Context: an optimization exercise on an open-source flow, tuned for small area. The choices shown serve that exercise and are no tape-out recipe.
Function was checked by simulation only, so behaviour that the tests miss may differ from the original.
Power figures rest on the tool's default switching activity, not on a simulated workload.

==> run R <==
// QA
module QA(
    input wire clk, rst,
    input wire [31:0] Q0_A, Q1_A, Q2_A, Q3_A,
    input wire [31:0] Q0_B, Q1_B, Q2_B, Q3_B,
    input wire [31:0] R,
    input wire [1:0] A_A, Amax_A, A_B, Amax_B,
    input wire [2:0] alpha, gamma,
    output wire [31:0] Qnew_A, Qnew_B
    );
==> module qa_agent, before the edit <==
module qa_agent(
    input wire clk,
    input wire [31:0] Q0, Q1, Q2, Q3,
    input wire [1:0] A, Amax,
    input wire [31:0] R,
    input wire [2:0] alpha, gamma,
    output reg [31:0] Qnew
    );
    reg [31:0] q0, q1, q2, q3;
    reg [31:0] qsel1, qsel2, qsel3, qsel4;
    reg [1:0]  amax1;
    reg [31:1] td3, td4;
    reg [31:0] res5;
    wire [31:0] qsel = (A == 2'd0) ? q0 : (A == 2'd1) ? q1 : (A == 2'd2) ? q2 : q3;
    wire [31:0] qmax = (amax1 == 2'd0) ? q0 : (amax1 == 2'd1) ? q1 : (amax1 == 2'd2) ? q2 : q3;
    wire [31:0] gp1, gp0;
    wire [1:0]  gb;
    mul_pp mg(.x(qmax), .c(gamma), .pp1(gp1), .pp0(gp0), .b(gb));
    wire [31:0] s1, c1, s2, c2;
    csa3 r1(.x(R), .y(~qsel2), .z(gp0), .s(s1), .c(c1));
    csa3 r2(.x(gp1), .y(s1), .z({c1[30:0], 1'b1}), .s(s2), .c(c2));
    wire [31:0] td;
    cpa ad(.a(s2), .b({c2[30:0], gb[0]}), .ci(gb[1]), .s(td));
    wire [31:0] tdx = {td4, 1'b0};   
    wire [31:0] ap1, ap0;
    wire [1:0]  ab;
    mul_pp ma(.x(tdx), .c(alpha), .pp1(ap1), .pp0(ap0), .b(ab));
    wire [31:0] s3, c3;
    csa3 r3(.x(qsel4), .y(ap1), .z(ap0), .s(s3), .c(c3));
    wire [31:0] res;
    cpa ar(.a(s3), .b({c3[30:0], ab[0]}), .ci(ab[1]), .s(res));
    always @(posedge clk) begin
        q0 <= Q0; q1 <= Q1; q2 <= Q2; q3 <= Q3;
        qsel1 <= qsel;
        qsel2 <= qsel1;
        amax1 <= Amax;
        td3   <= td[31:1];
        qsel3 <= qsel2;
        td4   <= td3;
        qsel4 <= qsel3;
        res5  <= res;
        Qnew  <= res5;
    end
endmodule
Settings: LEC_CHECK=0, CAP_MARGIN=20, CORE_MARGIN=2, CORE_UTILIZATION=40, SLEW_MARGIN=20; clock period 6.0 ns.
standard.sh (not shown) runs the stock make flow with config.mk's settings and CLKGATE_MAP_FILE= SYNTH_SCRIPT=/design/flow/synth_recipe.tcl, a recipe that flattens the netlist after the stock synthesis.
==> flow/flow/run.sh <==
#!/bin/bash
# The standard flow, with 1x buffers on the ports and a clock tree of larger
# sink clusters without dummy loads.
set -euo pipefail
bash standard.sh synth > synth.log 2>&1
bash standard.sh \
  "BUFFER_PORTS_ARGS=-buffer_cell sky130_fd_sc_hd__buf_1" \
  "CTS_ARGS=-sink_clustering_enable -repair_clock_nets -dont_use_dummy_load -buf_list sky130_fd_sc_hd__clkbuf_16 -sink_clustering_size 32 -sink_clustering_max_diameter 60" \
  finish > finish.log 2>&1
==> run G (differences from run R) <==
==> flow/flow/run.sh (replaced) <==
#!/bin/bash
# The standard flow, with 1x buffers on the ports and a clock tree without dummy loads.
set -euo pipefail
bash standard.sh synth > synth.log 2>&1
bash standard.sh \
  "BUFFER_PORTS_ARGS=-buffer_cell sky130_fd_sc_hd__buf_1" \
  "CTS_ARGS=-sink_clustering_enable -repair_clock_nets -dont_use_dummy_load" \
  finish > finish.log 2>&1
==> run X (differences from run R) <==
--- a/flow/design.v
+++ b/flow/design.v
@@ -26,7 +26,7 @@
     reg [31:0] q0, q1, q2, q3;
     reg [31:0] qsel1, qsel2, qsel3, qsel4;
     reg [1:0]  amax1;
-    reg [31:1] td3, td4;
+    reg [31:1] tdn3, tdn4;    
     reg [31:0] res5;
     wire [31:0] qsel = (A == 2'd0) ? q0 : (A == 2'd1) ? q1 : (A == 2'd2) ? q2 : q3;
     wire [31:0] qmax = (amax1 == 2'd0) ? q0 : (amax1 == 2'd1) ? q1 : (amax1 == 2'd2) ? q2 : q3;
@@ -34,11 +34,11 @@
     wire [1:0]  gb;
     mul_pp mg(.x(qmax), .c(gamma), .pp1(gp1), .pp0(gp0), .b(gb));
     wire [31:0] s1, c1, s2, c2;
-    csa3 r1(.x(R), .y(~qsel2), .z(gp0), .s(s1), .c(c1));
-    csa3 r2(.x(gp1), .y(s1), .z({c1[30:0], 1'b1}), .s(s2), .c(c2));
-    wire [31:0] td;
-    cpa ad(.a(s2), .b({c2[30:0], gb[0]}), .ci(gb[1]), .s(td));
-    wire [31:0] tdx = {td4, 1'b0};   
+    csa3 r1(.x(~R), .y(qsel2), .z(~gp0), .s(s1), .c(c1));
+    csa3 r2(.x(~gp1), .y(s1), .z({c1[30:0], 1'b0}), .s(s2), .c(c2));
+    wire [31:0] tdn;
+    cpa ad(.a(s2), .b({c2[30:0], ~gb[0]}), .ci(~gb[1]), .s(tdn));
+    wire [31:0] tdx = {~tdn4, 1'b0};   
     wire [31:0] ap1, ap0;
     wire [1:0]  ab;
     mul_pp ma(.x(tdx), .c(alpha), .pp1(ap1), .pp0(ap0), .b(ab));
@@ -51,9 +51,9 @@
         qsel1 <= qsel;
         qsel2 <= qsel1;
         amax1 <= Amax;
-        td3   <= td[31:1];
+        tdn3  <= tdn[31:1];
         qsel3 <= qsel2;
-        td4   <= td3;
+        tdn4  <= tdn3;
         qsel4 <= qsel3;
         res5  <= res;
         Qnew  <= res5;
==> flow/flow/run.sh (replaced) <==
#!/bin/bash
# The standard flow, with 1x buffers on the ports and a clock tree of larger
# sink clusters without dummy loads.
set -euo pipefail
bash standard.sh synth > synth.log 2>&1
bash standard.sh \
  "BUFFER_PORTS_ARGS=-buffer_cell sky130_fd_sc_hd__buf_1" \
  "CTS_ARGS=-sink_clustering_enable -repair_clock_nets -dont_use_dummy_load -buf_list sky130_fd_sc_hd__clkbuf_4 -sink_clustering_size 12 -sink_clustering_max_diameter 30" \
  finish > finish.log 2>&1
- CORE_UTILIZATION: 40 -> 65
==> comparison <==
Between run X and run R, the lower die area is in run X (gap about 40%, measured against run R).
Run G completed with no timing, DRC or antenna violations. Run X passed the timing, design-rule and antenna checks. Run R passed the timing, design-rule and antenna checks.
Power: run G > run R > run X.
Of run R and run X, run R has the higher clock power (gap 31%, measured against run X).
Of run G and run X, run G has the higher hold slack (gap 0.044 ns).
Worst setup slack, highest first: run G, run R, run X.
Critical path depth: run X is lower than run R (1).
==> figures <==
Run status: run R complete, no violations; run X complete, no violations; run G complete, no violations
Setup slack after layout: run R 0.661 ns; run X 0.654 ns; run G 0.706 ns
Share of layout cells above drive strength 1: run R 8.86%; run X 10.1%; run G 9.90%
Sw frac: run R 35.9%; run X 36.5%; run G 34.6%
Headroom to the max-slew limit: run R 35.1%; run X 34.0%; run G 33.7%
Worst r2r path cells: run R 18; run X 17; run G 18
Worst min-delay path startpoint: run R agA.td3[20]$_DFF_P_; run X agA.qsel3[7]$_DFF_P_; run G agA.qsel1[14]$_DFF_P_
Simple logic cell fraction of the synthesized area: run R 4.81%; run X 3.49%; run G 4.81%
Core Region: run R 78700 um^2; run X 46800 um^2; run G 78700 um^2
Cell count along the critical path: run R 18; run X 17; run G 18
Required time of the critical path: run R 6.44 ns; run X 6.64 ns; run G 6.45 ns
Clock network fraction of design power: run R 16.6%; run X 13.0%; run G 21.8%
X dimension of the die: run R 286 um; run X 222 um; run G 286 um

separate check: timing with driven ports:
No port has a modelled driver above. Below, the same layouts with a new extraction and two added sets of constraints. Step 1 sets driving cells, clkbuf_16 on the clock port and buf_2 on the other inputs (assumed; they add their load-dependent delay and slew). Step 2, shift: input delay + t, output delay - t, t = (earliest + latest rising clock arrival at the registers) / 2. This alone moves slack from input paths to output paths. Slacks: no drivers / after step 1 / after step 2; pairs: no drivers / after step 1.
run | t (ns) | setup slack, ns | worst setup path at the end | slew at the worst register clock pin (ns)
run R | 0.646 | 0.661 / 0.661 / 0.346 | input to register | 0.11 / 0.11
run G | 0.639 | 0.706 / 0.706 / 0.386 | input to register | 0.06 / 0.06
run X | 0.848 | 0.654 / 0.654 / 0.313 | input to register | 0.11 / 0.11
After both steps setup and hold are still met in every run listed. The setup slack of run X, which loses most, moves by 0.000 ns with the drivers and by -0.341 ns with both steps.
